Context: an optimization exercise on an open-source flow, tuned for small area. The choices shown serve that exercise and are no tape-out recipe.
Where RTL was checked, it was by simulation tests only, not by an equivalence proof against the original.
Power and IR drop assume default switching activity.

== alpha ==
## cmd_int
module cmd_int(
input    wire        i_clk,
input    wire        i_rst,
input    wire        i_data_valid,
input    wire [7:0]  i_data,
output   reg         o_buff_en,
output   wire        o_data_valid,
output   wire [7:0]  o_data,
output   wire        o_srst,
output   wire        o_pgrm_icap,
output   wire [26:0] o_ddr_strt_addr,
output   wire [19:0] o_trans_len,
output   wire        o_load,
input    wire  [19:0]i_icap_clk_cnt,
input    wire  [19:0]i_total_clk_cnt,
input    wire        i_uart_tx_buffer_full,
input    wire        i_dma_done,
output   wire        o_pr_reset
);
export LEC_CHECK = 0
export CAP_MARGIN = 20
export CORE_MARGIN = 2
export CORE_UTILIZATION = 70
export PLACE_DENSITY = 0.8
export SLEW_MARGIN = 20
create_clock -name core_clock -period 5.0 [get_ports {i_clk}]
standard.sh (not shown) runs the stock make flow with config.mk's settings and CLKGATE_MAP_FILE= SYNTH_SCRIPT=/design/flow/synth_recipe.tcl, a recipe that flattens the netlist after the stock synthesis.
==> flow/flow/run.sh <==
#!/bin/bash
# Own layout flow: the standard ORFS flow (standard.sh, unchanged synthesis),
# with two layout settings that ORFS reads from the environment:
#  - the port buffers that buffer_ports inserts use the smallest buffer cell
#    (every input and output port still gets its own buffer);
#  - clock tree synthesis without dummy loads, with the clustering given below.
set -euo pipefail
export BUFFER_PORTS_ARGS="-buffer_cell sky130_fd_sc_hd__buf_1"
export CTS_ARGS="-sink_clustering_enable -repair_clock_nets -dont_use_dummy_load -buf_list sky130_fd_sc_hd__clkbuf_4 -sink_clustering_size 10 -sink_clustering_max_diameter 40"
bash standard.sh finish > flow_standard.log 2>&1
## Diff of input files: beta against alpha
# alpha
export LEC_CHECK = 0
export CAP_MARGIN = 20
export CORE_MARGIN = 2
export CORE_UTILIZATION = 70
export PLACE_DENSITY = 0.8
export SLEW_MARGIN = 20
create_clock -name core_clock -period 5.0 [get_ports {i_clk}]
# beta
export LEC_CHECK = 0
export CAP_MARGIN = 20
export CORE_MARGIN = 2
export CORE_UTILIZATION = 65
export PLACE_DENSITY = 0.75
export SLEW_MARGIN = 20
create_clock -name core_clock -period 5.0 [get_ports {i_clk}]
### Flow results
When the final numbers for alpha and beta were put side by side, the average routed wire per standard cell turned out to be greater in beta. Met2 track demand over resource, alpha and beta: smaller value in beta. beta against alpha; die height is up by a few percent. Going from alpha to beta, post-route cell area ~0 delta, clock insertion delay at the later pin of the skew report now larger.
Here is what was changed in the inputs of gamma compared with beta.
# beta
export LEC_CHECK = 0
export CAP_MARGIN = 20
export CORE_MARGIN = 2
export CORE_UTILIZATION = 65
export PLACE_DENSITY = 0.75
export SLEW_MARGIN = 20
create_clock -name core_clock -period 5.0 [get_ports {i_clk}]
# gamma
export LEC_CHECK = 0
export CAP_MARGIN = 20
export CORE_MARGIN = 2
export CORE_UTILIZATION = 70
export PLACE_DENSITY = 0.8
export SLEW_MARGIN = 20
create_clock -name core_clock -period 5.0 [get_ports {i_clk}]
diff --git a/flow/flow/run.sh b/flow/flow/run.sh
--- a/flow/flow/run.sh
+++ b/flow/flow/run.sh
@@ -9 +9 @@
-export CTS_ARGS="-sink_clustering_enable -repair_clock_nets -dont_use_dummy_load -buf_list sky130_fd_sc_hd__clkbuf_4 -sink_clustering_size 10 -sink_clustering_max_diameter 40"
+export CTS_ARGS="-sink_clustering_enable -repair_clock_nets -dont_use_dummy_load -buf_list sky130_fd_sc_hd__clkbuf_4 -sink_clustering_size 11 -sink_clustering_max_diameter 45"
Results
Number of cell instances on the worst register-to-register path is higher on gamma. Die area (lower): gamma. gamma vs beta: number of levels the H-tree was split into down. Compared with beta, gamma shows a higher number of instances on the worst hold path. Startpoint of the most critical setup path: sel[0]$_DFF_P_ -> gamma, sel[1]$_DFF_P_ -> beta. Compared with beta, in gamma count of clock-buffer cells in the layout lower, total power draw decreased 2.1%. Compared with beta, filler cell count in the final layout in gamma decreased by more than 10%. Sequential share of cell area: gamma vs beta, no meaningful difference. Compared with beta, gamma shows a smallest setup slack after layout that is 310 ps lower.
--- input diff gamma..delta ---
diff --git a/flow/flow/run.sh b/flow/flow/run.sh
--- a/flow/flow/run.sh
+++ b/flow/flow/run.sh
@@ -9 +9 @@
-export CTS_ARGS="-sink_clustering_enable -repair_clock_nets -dont_use_dummy_load -buf_list sky130_fd_sc_hd__clkbuf_4 -sink_clustering_size 11 -sink_clustering_max_diameter 45"
+export CTS_ARGS="-sink_clustering_enable -repair_clock_nets -dont_use_dummy_load -buf_list sky130_fd_sc_hd__clkbuf_4 -sink_clustering_size 9 -sink_clustering_max_diameter 50"
[summary]
- Going from gamma to delta, clock power rose 8.5%, design area rose 0.35%, sequential share of cell area fell 0.22 points.
- Layout buffering overhead excluding clock cells of gamma is on par with delta.
For epsilon, these inputs were changed with respect to delta:
# delta
export LEC_CHECK = 0
export CAP_MARGIN = 20
export CORE_MARGIN = 2
export CORE_UTILIZATION = 70
export PLACE_DENSITY = 0.8
export SLEW_MARGIN = 20
create_clock -name core_clock -period 5.0 [get_ports {i_clk}]
# epsilon
export LEC_CHECK = 0
export CAP_MARGIN = 20
export CORE_MARGIN = 2
export CORE_UTILIZATION = 75
export PLACE_DENSITY = 0.85
export SLEW_MARGIN = 20
create_clock -name core_clock -period 5.0 [get_ports {i_clk}]
diff --git a/flow/flow/run.sh b/flow/flow/run.sh
--- a/flow/flow/run.sh
+++ b/flow/flow/run.sh
@@ -9 +9 @@
-export CTS_ARGS="-sink_clustering_enable -repair_clock_nets -dont_use_dummy_load -buf_list sky130_fd_sc_hd__clkbuf_4 -sink_clustering_size 9 -sink_clustering_max_diameter 50"
+export CTS_ARGS="-sink_clustering_enable -repair_clock_nets -dont_use_dummy_load -buf_list sky130_fd_sc_hd__clkbuf_4 -sink_clustering_size 10 -sink_clustering_max_diameter 40"
[summary]
epsilon completed every stage of the flow, and the final layout passed the timing, design-rule and antenna checks. delta finished every step from synthesis to the final layout, and the layout passed the timing, design-rule and antenna checks. epsilon: number of iterations in the first detailed-routing pass 1 above delta. Taking delta as 1.0, epsilon lands at 0.921 on weighted congestion at the end of routability-driven global placement. Diff epsilon and delta: sequential share of power lower in epsilon. Delta (epsilon minus delta): number of cells traversed by the worst register-to-register path dropped 2, non-clock buffer count dropped 7. Looking at worst setup slack, epsilon sits above delta. In the reports for epsilon and delta, the smaller logic depth of the worst path, buffers included belongs to epsilon. epsilon vs delta — switching power of the nets climbed by a little under 10%. nor2b_4 as the cell at the slowest stage of the critical path was reported by delta, and dfxtp_1 by epsilon. Sort epsilon and delta by die height, descending, and delta comes first. Compared with delta, epsilon shows a pre-CTS setup slack that is 44 ps lower.

========
== run 1 ==
cmd_int, a different RTL version from the one above (not shown whole).
For scale: about 110 I/O pins, ~12000 um^2 of cells after synthesis.
clock: 5.0 ns
lec_check: 0
cap_margin: 20
core_margin: 2
core_utilization: 60
place_density: 0.7
slew_margin: 20
==> flow/flow/run.sh <==
#!/bin/bash
# Own layout flow: the standard ORFS flow (standard.sh, unchanged synthesis),
# with two layout settings that ORFS reads from the environment:
#  - the port buffers that buffer_ports inserts use the smallest buffer cell
#    (every input and output port still gets its own buffer);
#  - clock tree synthesis without dummy loads, with the clustering given below.
set -euo pipefail
export BUFFER_PORTS_ARGS="-buffer_cell sky130_fd_sc_hd__buf_1"
export CTS_ARGS="-sink_clustering_enable -repair_clock_nets -dont_use_dummy_load -buf_list sky130_fd_sc_hd__clkbuf_16 -sink_clustering_size 24 -sink_clustering_max_diameter 40"
bash standard.sh finish > flow_standard.log 2>&1
Run 1 finished every stage and its layout cleared the timing, design-rule and antenna checks.
For run 2, these inputs were changed with respect to run 1:
- a change of CORE_UTILIZATION from 60 to 40
- a deleted PLACE_DENSITY that had been 0.7
diff --git a/flow/flow/run.sh b/flow/flow/run.sh
--- a/flow/flow/run.sh
+++ b/flow/flow/run.sh
@@ -7,4 +7,4 @@
 set -euo pipefail
 export BUFFER_PORTS_ARGS="-buffer_cell sky130_fd_sc_hd__buf_1"
-export CTS_ARGS="-sink_clustering_enable -repair_clock_nets -dont_use_dummy_load -buf_list sky130_fd_sc_hd__clkbuf_16 -sink_clustering_size 24 -sink_clustering_max_diameter 40"
+export CTS_ARGS="-sink_clustering_enable -repair_clock_nets -dont_use_dummy_load -buf_list sky130_fd_sc_hd__clkbuf_8 -sink_clustering_size 20 -sink_clustering_max_diameter 50"
 bash standard.sh finish > flow_standard.log 2>&1
### Flow results
Of run 1 and run 2, the run reporting the higher post-CTS clock slew at the launch and capture registers of the worst setup and hold paths was run 2.
Delta (run 2 minus run 1): wire length of the first global-routing pass went up 2800 um, global-route usage -7.6 points, final critical-path share of the clock period ~0 delta, detailed-route wire length picked up an extra 6.6%, number of placed instances with taps included climbed about 10%.
[compare] base=run 1 new=run 2: relative area change from synthesis to final layout now smaller; setup slack after placement has increased.
| die outline width | higher: run 2 |
Run 2 against run 1: minimum setup slack in the final design now smaller; cell count of the worst hold path comparable.
Changes in run 3 relative to run 2:
- swapping 20 for 0 in SLEW_MARGIN
- swapping 20 for 0 in CAP_MARGIN
==> comparison <==
- Run 2 -> run 3: number of hold buffers added after cts delta 0, exact match
- Taking run 2 as the reference, in run 3 worst setup slack comparable, TritonCTS sink count comparable, average via count per standard cell comparable, number of routed nets with antenna violations comparable, worst slack after detailed placement comparable.
- From run 2 to run 3, power did not move at all.
- Re design area: no difference whatsoever between run 2 and run 3.
## Diff of input files: run 4 against run 3
- swapping 0 for 20 in SLEW_MARGIN
- putting PLACE_DENSITY at 0.7 where nothing was set
- swapping 40 for 60 in CORE_UTILIZATION
- swapping 0 for 20 in CAP_MARGIN
diff --git a/flow/flow/run.sh b/flow/flow/run.sh
--- a/flow/flow/run.sh
+++ b/flow/flow/run.sh
@@ -7,4 +7,4 @@
 set -euo pipefail
 export BUFFER_PORTS_ARGS="-buffer_cell sky130_fd_sc_hd__buf_1"
-export CTS_ARGS="-sink_clustering_enable -repair_clock_nets -dont_use_dummy_load -buf_list sky130_fd_sc_hd__clkbuf_8 -sink_clustering_size 20 -sink_clustering_max_diameter 50"
+export CTS_ARGS="-sink_clustering_enable -repair_clock_nets -dont_use_dummy_load -buf_list sky130_fd_sc_hd__clkbuf_8 -sink_clustering_size 14 -sink_clustering_max_diameter 40"
 bash standard.sh finish > flow_standard.log 2>&1
## What came out
In run 4, clock network fraction of design power is higher than in run 3.
Run 4 vs. run 3: first-pass GRT wire length shows a reduction of about 7%; area growth from synthesis to final layout shows a reduction of 1.0 points; global-route usage shows an increase of 7.2 points; total met2 wirelength after detailed routing shows a reduction of about 7.5%.
Looking only at final area, and setting everything else aside, the higher value of run 4 and run 3 goes to run 3.
Each of the runs, namely run 4 and run 3, reached the end of the flow and came out clean.
Combinational group share of total power (higher): run 3
Modified inputs, run 5 compared to run 4
diff --git a/flow/flow/run.sh b/flow/flow/run.sh
--- a/flow/flow/run.sh
+++ b/flow/flow/run.sh
@@ -7,4 +7,4 @@
 set -euo pipefail
 export BUFFER_PORTS_ARGS="-buffer_cell sky130_fd_sc_hd__buf_1"
-export CTS_ARGS="-sink_clustering_enable -repair_clock_nets -dont_use_dummy_load -buf_list sky130_fd_sc_hd__clkbuf_8 -sink_clustering_size 14 -sink_clustering_max_diameter 40"
+export CTS_ARGS="-sink_clustering_enable -repair_clock_nets -dont_use_dummy_load -buf_list sky130_fd_sc_hd__clkbuf_8 -sink_clustering_size 20 -sink_clustering_max_diameter 50"
 bash standard.sh finish > flow_standard.log 2>&1
- Looking at the reports, run 5 completed the entire flow and the layout it produced met the timing, design-rule and antenna checks.
- Total of fill cells in the finished design ended up 20 higher on run 5 than on run 4.
- Between run 4 and run 5, the worst hold slack does not differ in any meaningful way.
- Delta(minimum clock period after layout, run 5 - run 4) < 0
- The area growth from synthesis to layout in run 5 was lower than what run 4 gave.
- Changes observed in run 5 relative to run 4: register fraction of the total cell area now larger, worst vdd rail ir drop now smaller.
- Against run 4 as the reference, run 5 delivers a higher fraction of met2 tracks used by global routing.
- Total power shrinks by a few percent when moving from run 4 to run 5.

========
Another version of the RTL of cmd_int (not shown whole).
Size in the first run: about 940 cells after synthesis, roughly 280 flip-flops, about 110 I/O pins, roughly 12,000 um2 of cells after synthesis.
Settings: LEC_CHECK=0, CAP_MARGIN=20, CORE_MARGIN=2, CORE_UTILIZATION=70, PLACE_DENSITY=0.8, SLEW_MARGIN=20; clock period 5.0 ns.
==> flow/flow/run.sh <==
#!/bin/bash
# Own layout flow: the standard ORFS flow (standard.sh, unchanged synthesis),
# with two layout settings that ORFS reads from the environment:
#  - the port buffers that buffer_ports inserts use the smallest buffer cell
#    (every input and output port still gets its own buffer);
#  - clock tree synthesis without dummy loads, with the clustering given below.
set -euo pipefail
export BUFFER_PORTS_ARGS="-buffer_cell sky130_fd_sc_hd__buf_1"
export CTS_ARGS="-sink_clustering_enable -repair_clock_nets -dont_use_dummy_load -buf_list sky130_fd_sc_hd__clkbuf_16 -sink_clustering_size 40 -sink_clustering_max_diameter 40"
bash standard.sh finish > flow_standard.log 2>&1
Then changed:
--- a/flow/flow/run.sh
+++ b/flow/flow/run.sh
@@ -8,3 +8,3 @@
 export BUFFER_PORTS_ARGS="-buffer_cell sky130_fd_sc_hd__buf_1"
-export CTS_ARGS="-sink_clustering_enable -repair_clock_nets -dont_use_dummy_load -buf_list sky130_fd_sc_hd__clkbuf_16 -sink_clustering_size 40 -sink_clustering_max_diameter 40"
+export CTS_ARGS="-sink_clustering_enable -repair_clock_nets -dont_use_dummy_load -buf_list sky130_fd_sc_hd__clkbuf_2 -sink_clustering_size 6 -sink_clustering_max_diameter 25"
 bash standard.sh finish > flow_standard.log 2>&1
Outcome: Via count goes down by 2.6%; utilization goes down by 2.7 points; synthesized area stays the same; fmax goes down by 4.7%; power goes down by 17%; worst setup slack loses 0.19 ns; die area does not change.
Then changed:
--- a/flow/flow/run.sh
+++ b/flow/flow/run.sh
@@ -8,3 +8,3 @@
 export BUFFER_PORTS_ARGS="-buffer_cell sky130_fd_sc_hd__buf_1"
-export CTS_ARGS="-sink_clustering_enable -repair_clock_nets -dont_use_dummy_load -buf_list sky130_fd_sc_hd__clkbuf_2 -sink_clustering_size 6 -sink_clustering_max_diameter 25"
+export CTS_ARGS="-sink_clustering_enable -repair_clock_nets -dont_use_dummy_load -buf_list sky130_fd_sc_hd__clkbuf_4 sky130_fd_sc_hd__clkbuf_8 -sink_clustering_size 12 -sink_clustering_max_diameter 40"
 bash standard.sh finish > flow_standard.log 2>&1
With this change the flow aborted during 4_1_cts (STA-0564).
Synthesized area stays the same.
Synthesized cell count is unchanged.

========
v15:
Another version of the RTL of cmd_int (not shown whole).
Size: ~1100 cells after synthesis, ~280 flip-flops.
export LEC_CHECK = 0
export CAP_MARGIN = 20
export CORE_MARGIN = 2
export CORE_UTILIZATION = 40
export SLEW_MARGIN = 20
create_clock -name core_clock -period 5.0 [get_ports {i_clk}]
==> flow/flow/run.sh <==
#!/bin/bash
# Own layout flow: the standard ORFS flow (standard.sh, unchanged synthesis),
# with two layout settings that ORFS reads from the environment:
#  - the port buffers that buffer_ports inserts use the smallest buffer cell
#    (every input and output port still gets its own buffer);
#  - clock tree synthesis without dummy loads, with the clustering given below.
set -euo pipefail
export BUFFER_PORTS_ARGS="-buffer_cell sky130_fd_sc_hd__buf_1"
export CTS_ARGS="-sink_clustering_enable -repair_clock_nets -buf_list sky130_fd_sc_hd__clkbuf_8 -sink_clustering_size 20 -sink_clustering_max_diameter 50"
bash standard.sh finish > flow_standard.log 2>&1
v15: full flow OK, the timing, design-rule and antenna checks passed
### v15 -> v35
- CTS_CLUSTER_SIZE newly set to 25
- CTS_BUF_LIST newly set to sky130_fd_sc_hd__clkbuf_16
- CTS_CLUSTER_DIAMETER newly set to 60
==> flow/run.sh (new file) <==
#!/bin/bash
# synth_recipe.tcl (not shown) runs the flow's synth.tcl, then flattens the netlist and writes it again
# the make line also repeats each setting of config.mk as NAME=value (left out here)
make -C /OpenROAD-flow-scripts/flow DESIGN_CONFIG=/design/flow/config.mk WORK_HOME=/design/flow/orfs CLKGATE_MAP_FILE= SYNTH_SCRIPT=/design/flow/synth_recipe.tcl finish
removed: flow/flow/run.sh
removed: flow/standard.sh
Findings:
Between v35 and v15, the cell depth of the worst flop-to-flop path is higher for v35.
On register-to-register slack, v35 and v15 are neck and neck.
| part of the power in the clock network | v35 vs v15 | 1.7 points higher |
Compared to v15, v35 leaves less free space in the core.
Against v15, v35 comes in 0.98% higher on overall routed net length.
Any difference in number of buffer cells added on primary ports between v15 and v35 is small enough to ignore.
No run of this note included a check of the RTL's function; only the layout flow was run.

-- separate check: timing with driven ports --
The results above use ideal ports. As a check the final layouts listed here were re-extracted and re-timed, cells and wires unchanged.
Step 1, drivers: a clkbuf_16 drives i_clk and a buf_2 each remaining input, both assumed.
Step 2 adds t to the input delays and takes it off the output delays; t is the mean of the earliest and latest rising clock arrival at the registers after step 1. Input paths then give back, and output paths get back, about the clock's delay inside the block.
Three values: ideal ports, drivers, drivers and shift; two values: the first two.
| run | t, ns | slack for setup (ns) | hold WS [ns] | worst register clock-pin slew, ns |
|---|---|---|---|---|
| alpha | 0.629 | 1.160 / 1.116 / 1.373 | 0.498 / 0.498 / 0.498 | 0.10 / 0.10 |
| beta | 0.642 | 1.440 / 1.399 / 1.304 | 0.490 / 0.490 / 0.490 | 0.10 / 0.10 |
| gamma | 0.697 | 1.131 / 1.086 / 1.381 | 0.498 / 0.498 / 0.498 | 0.12 / 0.12 |
| delta | 0.633 | 1.201 / 1.163 / 1.375 | 0.496 / 0.496 / 0.496 | 0.10 / 0.10 |
| epsilon | 0.673 | 1.232 / 1.188 / 1.269 | 0.538 / 0.538 / 0.538 | 0.12 / 0.12 |
| run 1 | 0.560 | 0.977 / 0.934 / 1.319 | 0.495 / 0.495 / 0.495 | 0.07 / 0.07 |
| run 2 | 0.586 | 0.973 / 0.928 / 1.340 | 0.499 / 0.499 / 0.499 | 0.11 / 0.11 |
| run 3 | 0.586 | 0.973 / 0.928 / 1.340 | 0.499 / 0.499 / 0.499 | 0.11 / 0.11 |
| run 4 | 0.576 | 0.985 / 0.948 / 1.335 | 0.496 / 0.496 / 0.496 | 0.09 / 0.09 |
| run 5 | 0.582 | 0.997 / 0.960 / 1.296 | 0.495 / 0.495 / 0.495 | 0.12 / 0.12 |
| the first run of note 3 | 0.567 | 1.235 / 1.193 / 1.409 | 0.503 / 0.503 / 0.503 | 0.07 / 0.07 |
| the second run of note 3 | 0.798 | 1.048 / 1.012 / 1.402 | 0.462 / 0.462 / 0.462 | 0.12 / 0.12 |
| v15 | 0.632 | 0.970 / 0.923 / 1.428 | 0.460 / 0.460 / 0.460 | 0.11 / 0.11 |
| v35 | 0.571 | 0.699 / 0.649 / 1.111 | 0.459 / 0.459 / 0.459 | 0.09 / 0.09 |
After both steps setup and hold are still met in every run listed. The setup slack of beta, which loses most, moves by -0.041 ns with the drivers and by -0.136 ns with both steps.
